This is an optimization exercise on Yosys and OpenROAD, whose aim is small area, a short achievable clock period and few clock cycles, not a production implementation.

==> 08-27 <==
// geofence
module geofence ( clk,reset,X,Y,valid,is_inside);
input clk;
input reset;
input [9:0] X;
input [9:0] Y;
output valid;
output is_inside;
reg [3:0] cnt;
reg [9:0] ox, oy;
reg v_sx, v_sy, a_sx, a_sy, b_sx, b_sy;
reg [9:0] v_mx, v_my, a_mx, a_my, b_mx, b_my;
reg [11:0] v_3x, v_3y;
reg ins_r;
wire le1, eq1, le2, eq2;
xcmp u_x1(.am(a_mx), .vm(v_my), .v3m(v_3y), .an(a_my), .vn(v_mx), .v3n(v_3x), .le(le1), .eq(eq1));
xcmp u_x2(.am(b_mx), .vm(v_my), .v3m(v_3y), .an(b_my), .vn(v_mx), .v3n(v_3x), .le(le2), .eq(eq2));
function [1:0] cross_sign;
    input p_sx, p_sy;
    input [9:0] p_mx, p_my;
    input q_sx, q_sy;
    input [9:0] q_mx, q_my;
    input le, eq;
    reg sp, sq, zp, zq;
    begin
        sp = p_sx ^ q_sy;
        sq = p_sy ^ q_sx;
        zp = (p_mx == 10'd0) || (q_my == 10'd0);
        zq = (p_my == 10'd0) || (q_mx == 10'd0);
        case ({sp, sq})
            2'b00: cross_sign = {le && !eq, eq};
            2'b11: cross_sign = {!le, eq};
            2'b01: cross_sign = {1'b0, zp && zq};
            2'b10: cross_sign = {!(zp && zq), zp && zq};
        endcase
    end
endfunction
wire [1:0] c1 = cross_sign(a_sx, a_sy, a_mx, a_my, v_sx, v_sy, v_mx, v_my, le1, eq1);
wire [1:0] c2 = cross_sign(b_sx, b_sy, b_mx, b_my, v_sx, v_sy, v_mx, v_my, le2, eq2);
wire s1n = c1[1], s1z = c1[0];
wire s2n = c2[1], s2z = c2[0];
wire s1p = !s1n && !s1z;
wire s2p = !s2n && !s2z;
wire same = (a_sx == v_sx && a_mx != 10'd0 && v_mx != 10'd0) ||
            (a_sy == v_sy && a_my != 10'd0 && v_my != 10'd0);
  ...
==> module geofence, before the edit <==
module geofence ( clk,reset,X,Y,valid,is_inside);
input clk;
input reset;
input [9:0] X;
input [9:0] Y;
output valid;
output is_inside;
reg [3:0] cnt;
reg [9:0] ox, oy;
reg v_sx, v_sy, a_sx, a_sy, b_sx, b_sy;
reg [9:0] v_mx, v_my, a_mx, a_my, b_mx, b_my;
reg [11:0] v_3x, v_3y;
reg ins_r;
wire le1, eq1, le2, eq2;
xcmp u_x1(.am(a_mx), .vm(v_my), .v3m(v_3y), .an(a_my), .vn(v_mx), .v3n(v_3x), .le(le1), .eq(eq1));
xcmp u_x2(.am(b_mx), .vm(v_my), .v3m(v_3y), .an(b_my), .vn(v_mx), .v3n(v_3x), .le(le2), .eq(eq2));
function [1:0] cross_sign;
    input p_sx, p_sy;
    input [9:0] p_mx, p_my;
    input q_sx, q_sy;
    input [9:0] q_mx, q_my;
    input le, eq;
    reg sp, sq, zp, zq;
    begin
        sp = p_sx ^ q_sy;
        sq = p_sy ^ q_sx;
        zp = (p_mx == 10'd0) || (q_my == 10'd0);
        zq = (p_my == 10'd0) || (q_mx == 10'd0);
        case ({sp, sq})
            2'b00: cross_sign = {le && !eq, eq};
            2'b11: cross_sign = {!le, eq};
            2'b01: cross_sign = {1'b0, zp && zq};
            2'b10: cross_sign = {!(zp && zq), zp && zq};
        endcase
    end
endfunction
wire [1:0] c1 = cross_sign(a_sx, a_sy, a_mx, a_my, v_sx, v_sy, v_mx, v_my, le1, eq1);
wire [1:0] c2 = cross_sign(b_sx, b_sy, b_mx, b_my, v_sx, v_sy, v_mx, v_my, le2, eq2);
wire s1n = c1[1], s1z = c1[0];
wire s2n = c2[1], s2z = c2[0];
wire s1p = !s1n && !s1z;
wire s2p = !s2n && !s2z;
wire same = (a_sx == v_sx && a_mx != 10'd0 && v_mx != 10'd0) ||
            (a_sy == v_sy && a_my != 10'd0 && v_my != 10'd0);
wire hit = (s1n && !s2n) || (s1z && s2p) || (s1z && s2z && !same);
wire load = (cnt == 4'd2);
assign valid = (cnt == 4'd8);
assign is_inside = ins_r;
wire [9:0] mx, my;
wire [11:0] m3x, m3y;
wire nx, ny;    
absx u_ax(.x(X), .o(ox), .m(mx), .m3(m3x), .neg(nx));
absx u_ay(.x(Y), .o(oy), .m(my), .m3(m3y), .neg(ny));
always @(posedge clk or posedge reset) begin
    if (reset)
        cnt <= 4'd0;
    else
        cnt <= (cnt == 4'd8) ? 4'd0 : cnt + 4'd1;
end
always @(posedge clk) begin
    if (cnt == 4'd0) begin
        ox <= X;
        oy <= Y;
    end
    v_sx <= nx;
    v_sy <= ny;
    v_mx <= mx;
    v_my <= my;
    v_3x <= m3x;
    v_3y <= m3y;
    if (load || (s1n && s2n)) begin
        a_sx <= v_sx; a_sy <= v_sy; a_mx <= v_mx; a_my <= v_my;
    end
    if (load || (s1p && s2p)) begin
        b_sx <= v_sx; b_sy <= v_sy; b_mx <= v_mx; b_my <= v_my;
    end
    ins_r <= !load && (ins_r || hit);
end
endmodule
==> module absx, before the edit <==
module absx(x, o, m, m3, neg);
input [9:0] x, o;
output neg;
output [9:0] m;
output [11:0] m3;
wire [9:0] g = x & ~o;
wire [9:0] p = ~(x ^ o);
wire [9:0] G1, P1, G2, P2, G3, P3, G4, P4;
genvar i;
generate for (i = 0; i < 10; i = i + 1) begin : pf
    if (i % 2 == 1) begin
        assign G1[i] = g[i] | (p[i] & g[i-1]); assign P1[i] = p[i] & p[i-1];
    end else begin assign G1[i] = g[i]; assign P1[i] = p[i]; end
    if (i % 4 >= 2) begin
        assign G2[i] = G1[i] | (P1[i] & G1[i - i%4 + 1]); assign P2[i] = P1[i] & P1[i - i%4 + 1];
    end else begin assign G2[i] = G1[i]; assign P2[i] = P1[i]; end
    if (i % 8 >= 4) begin
        assign G3[i] = G2[i] | (P2[i] & G2[i - i%8 + 3]); assign P3[i] = P2[i] & P2[i - i%8 + 3];
    end else begin assign G3[i] = G2[i]; assign P3[i] = P2[i]; end
    if (i % 16 >= 8) begin
        assign G4[i] = G3[i] | (P3[i] & G3[i - i%16 + 7]); assign P4[i] = P3[i] & P3[i - i%16 + 7];
    end else begin assign G4[i] = G3[i]; assign P4[i] = P3[i]; end
end endgenerate
wire co = G4[9];            
assign neg = ~co;
wire [9:0] c = {G4[8:0] | (P4[8:0] & {9{co}}), co};
assign m = p ^ c ^ {10{~co}};
wire [10:0] a3 = {1'b0, m};
wire [10:0] b3 = {m, 1'b0};
wire [10:0] h = a3 ^ b3;
wire [10:0] k = a3 & b3;
wire [10:0] K1, Q1, K2, Q2, K3, Q3, K4, Q4;
generate for (i = 0; i < 11; i = i + 1) begin : pf3
    if (i % 2 == 1) begin
        assign K1[i] = k[i] | (h[i] & k[i-1]); assign Q1[i] = h[i] & h[i-1];
    end else begin assign K1[i] = k[i]; assign Q1[i] = h[i]; end
    if (i % 4 >= 2) begin
        assign K2[i] = K1[i] | (Q1[i] & K1[i - i%4 + 1]); assign Q2[i] = Q1[i] & Q1[i - i%4 + 1];
    end else begin assign K2[i] = K1[i]; assign Q2[i] = Q1[i]; end
    if (i % 8 >= 4) begin
        assign K3[i] = K2[i] | (Q2[i] & K2[i - i%8 + 3]); assign Q3[i] = Q2[i] & Q2[i - i%8 + 3];
    end else begin assign K3[i] = K2[i]; assign Q3[i] = Q2[i]; end
    if (i % 16 >= 8) begin
        assign K4[i] = K3[i] | (Q3[i] & K3[i - i%16 + 7]); assign Q4[i] = Q3[i] & Q3[i - i%16 + 7];
    end else begin assign K4[i] = K3[i]; assign Q4[i] = Q3[i]; end
end endgenerate
assign m3 = {K4[10], h ^ {K4[9:0], 1'b0}};
endmodule
==> flow/config.mk <==
export PLATFORM = sky130hd
export DESIGN_NAME = geofence
export DESIGN_NICKNAME = geofence
export VERILOG_FILES = /design/flow/design.v
export SDC_FILE = /design/flow/constraint.sdc
export NUM_CORES = 4
export LEC_CHECK = 0
export CAP_MARGIN = 20
export CORE_MARGIN = 2
export CORE_UTILIZATION = 40
export SLEW_MARGIN = 20
export SYNTH_HIERARCHICAL = 1
export SYNTH_MINIMUM_KEEP_SIZE = 0
==> flow/constraint.sdc <==
create_clock -name core_clock -period 13.0 [get_ports {clk}]
set_input_delay 2.6000 -clock core_clock [delete_from_list [all_inputs] [get_ports {clk}]]
set_output_delay 2.6000 -clock core_clock [all_outputs]
set_load 0.01 [all_outputs]
standard.sh (not shown) runs the stock make flow with config.mk's settings and CLKGATE_MAP_FILE= SYNTH_SCRIPT=/design/flow/synth_recipe.tcl, a recipe that flattens the netlist after the stock synthesis.
==> flow/flow/run.sh <==
#!/bin/bash
# The standard layout, with ORFS's timing repair aiming for a setup slack of
# $MARGIN ns (a shorter period than the constraint's) instead of the default.
set -euo pipefail
MARGIN=$(cat flow/margin.txt)
bash standard.sh SETUP_SLACK_MARGIN=$MARGIN finish > make_finish.log 2>&1
==> flow/flow/margin.txt <==
7.5
==> 03-21: changes against 08-27 <==
--- a/flow/design.v
+++ b/flow/design.v
@@ -48,7 +48,10 @@
 assign is_inside = ins_r;
-wire [9:0] mx, my;
-wire [11:0] m3x, m3y;
-wire nx, ny;    
-absx u_ax(.x(X), .o(ox), .m(mx), .m3(m3x), .neg(nx));
-absx u_ay(.x(Y), .o(oy), .m(my), .m3(m3y), .neg(ny));
+wire [10:0] dx = {1'b0, X} - {1'b0, ox};
+wire [10:0] dy = {1'b0, Y} - {1'b0, oy};
+wire [9:0] dxc = dx[9:0] ^ {10{dx[10]}};
+wire [9:0] dyc = dy[9:0] ^ {10{dy[10]}};
+wire [9:0] mx = dxc + {9'd0, dx[10]};
+wire [9:0] my = dyc + {9'd0, dy[10]};
+wire [11:0] m3x = {2'b0, mx} + {1'b0, mx, 1'b0};
+wire [11:0] m3y = {2'b0, my} + {1'b0, my, 1'b0};
 always @(posedge clk or posedge reset) begin
@@ -64,4 +67,4 @@
     end
-    v_sx <= nx;
-    v_sy <= ny;
+    v_sx <= dx[10];
+    v_sy <= dy[10];
     v_mx <= mx;
@@ -779,49 +782 @@
 endmodule
-module absx(x, o, m, m3, neg);
-input [9:0] x, o;
-output neg;
-output [9:0] m;
-output [11:0] m3;
-wire [9:0] g = x & ~o;
-wire [9:0] p = ~(x ^ o);
-wire [9:0] G1, P1, G2, P2, G3, P3, G4, P4;
-genvar i;
-generate for (i = 0; i < 10; i = i + 1) begin : pf
-    if (i % 2 == 1) begin
-        assign G1[i] = g[i] | (p[i] & g[i-1]); assign P1[i] = p[i] & p[i-1];
-    end else begin assign G1[i] = g[i]; assign P1[i] = p[i]; end
-    if (i % 4 >= 2) begin
-        assign G2[i] = G1[i] | (P1[i] & G1[i - i%4 + 1]); assign P2[i] = P1[i] & P1[i - i%4 + 1];
-    end else begin assign G2[i] = G1[i]; assign P2[i] = P1[i]; end
-    if (i % 8 >= 4) begin
-        assign G3[i] = G2[i] | (P2[i] & G2[i - i%8 + 3]); assign P3[i] = P2[i] & P2[i - i%8 + 3];
-    end else begin assign G3[i] = G2[i]; assign P3[i] = P2[i]; end
-    if (i % 16 >= 8) begin
-        assign G4[i] = G3[i] | (P3[i] & G3[i - i%16 + 7]); assign P4[i] = P3[i] & P3[i - i%16 + 7];
-    end else begin assign G4[i] = G3[i]; assign P4[i] = P3[i]; end
-end endgenerate
-wire co = G4[9];            
-assign neg = ~co;
-wire [9:0] c = {G4[8:0] | (P4[8:0] & {9{co}}), co};
-assign m = p ^ c ^ {10{~co}};
-wire [10:0] a3 = {1'b0, m};
-wire [10:0] b3 = {m, 1'b0};
-wire [10:0] h = a3 ^ b3;
-wire [10:0] k = a3 & b3;
-wire [10:0] K1, Q1, K2, Q2, K3, Q3, K4, Q4;
-generate for (i = 0; i < 11; i = i + 1) begin : pf3
-    if (i % 2 == 1) begin
-        assign K1[i] = k[i] | (h[i] & k[i-1]); assign Q1[i] = h[i] & h[i-1];
-    end else begin assign K1[i] = k[i]; assign Q1[i] = h[i]; end
-    if (i % 4 >= 2) begin
-        assign K2[i] = K1[i] | (Q1[i] & K1[i - i%4 + 1]); assign Q2[i] = Q1[i] & Q1[i - i%4 + 1];
-    end else begin assign K2[i] = K1[i]; assign Q2[i] = Q1[i]; end
-    if (i % 8 >= 4) begin
-        assign K3[i] = K2[i] | (Q2[i] & K2[i - i%8 + 3]); assign Q3[i] = Q2[i] & Q2[i - i%8 + 3];
-    end else begin assign K3[i] = K2[i]; assign Q3[i] = Q2[i]; end
-    if (i % 16 >= 8) begin
-        assign K4[i] = K3[i] | (Q3[i] & K3[i - i%16 + 7]); assign Q4[i] = Q3[i] & Q3[i - i%16 + 7];
-    end else begin assign K4[i] = K3[i]; assign Q4[i] = Q3[i]; end
-end endgenerate
-assign m3 = {K4[10], h ^ {K4[9:0], 1'b0}};
-endmodule
==> flow/flow/margin.txt (replaced) <==
7
==> qor summary <==
quantity                                                   03-21       08-27
Run status                      no timing/DRC/antenna violations  no timing/DRC/antenna violations
Clock network share of area                               0.0386      0.0374
Highest Clock Rate                                     0.163 GHz   0.171 GHz
Horizontal extent of the die                              189 um      186 um
CP Max Fanout                                                  4           6
Final non-clock buffer share                              0.0542      0.0571
Global placement routability congestion                    0.888       0.880
Cell count after synthesis                                  1243        1229
Met3 Use GR                                               0.0549      0.0779
Multi-input logic portion of the cell area                 0.662       0.656
Routed vias                                                11817       11745
Max_slew headroom                                          0.166       0.353
Slew at the pin closest to its max-slew limit            1.25 ns    0.969 ns
Area of the die                                       0.0356 mm2  0.0348 mm2
Worst setup path startpoint                                 Y[0]     a_mx[0]
Placeable core region                                 0.0335 mm2  0.0327 mm2
Number of gates given a new drive strength after cts          67         128
Smallest setup slack after layout                        6.88 ns     7.14 ns
Synthesized area per cell                               11.0 um2    10.8 um2
First-pass GRT wire length                               64.5 mm     66.2 mm
Invs w/o clock                                               143         154
No functional check of the RTL was part of any run of this note.

what the ideal ports hide:
How much do the figures lean on ideal ports? The routed layouts below were timed once more, with nothing changed but the port constraints. Step 1 (the two cells are an assumption about what drives the block):
set clk [get_ports {clk}]
set_driving_cell -lib_cell sky130_fd_sc_hd__clkbuf_16 $clk
set_driving_cell -lib_cell sky130_fd_sc_hd__buf_2 [delete_from_list [all_inputs] $clk]
Step 2 also shifts input and output timing later by t, the mid clock arrival at the registers, as if the neighbouring blocks saw the same clock. Slacks: ideal ports / drivers / drivers and shift; pairs: ideal ports / drivers.
run	t (ns)	setup slack, ns	slew at the worst register clock pin (ns)	worst data-port slew with drivers (ns)	pins driven straight from the clock port
08-27	0.447	7.142 / 7.142 / 7.142	0.06 / 0.06	0.03	1
03-21	0.471	6.878 / 6.882 / 6.411	0.06 / 0.06	0.06	1
After both steps setup and hold are still met in every run listed. The setup slack of 03-21, which loses most, moves by +0.004 ns with the drivers and by -0.467 ns with both steps.
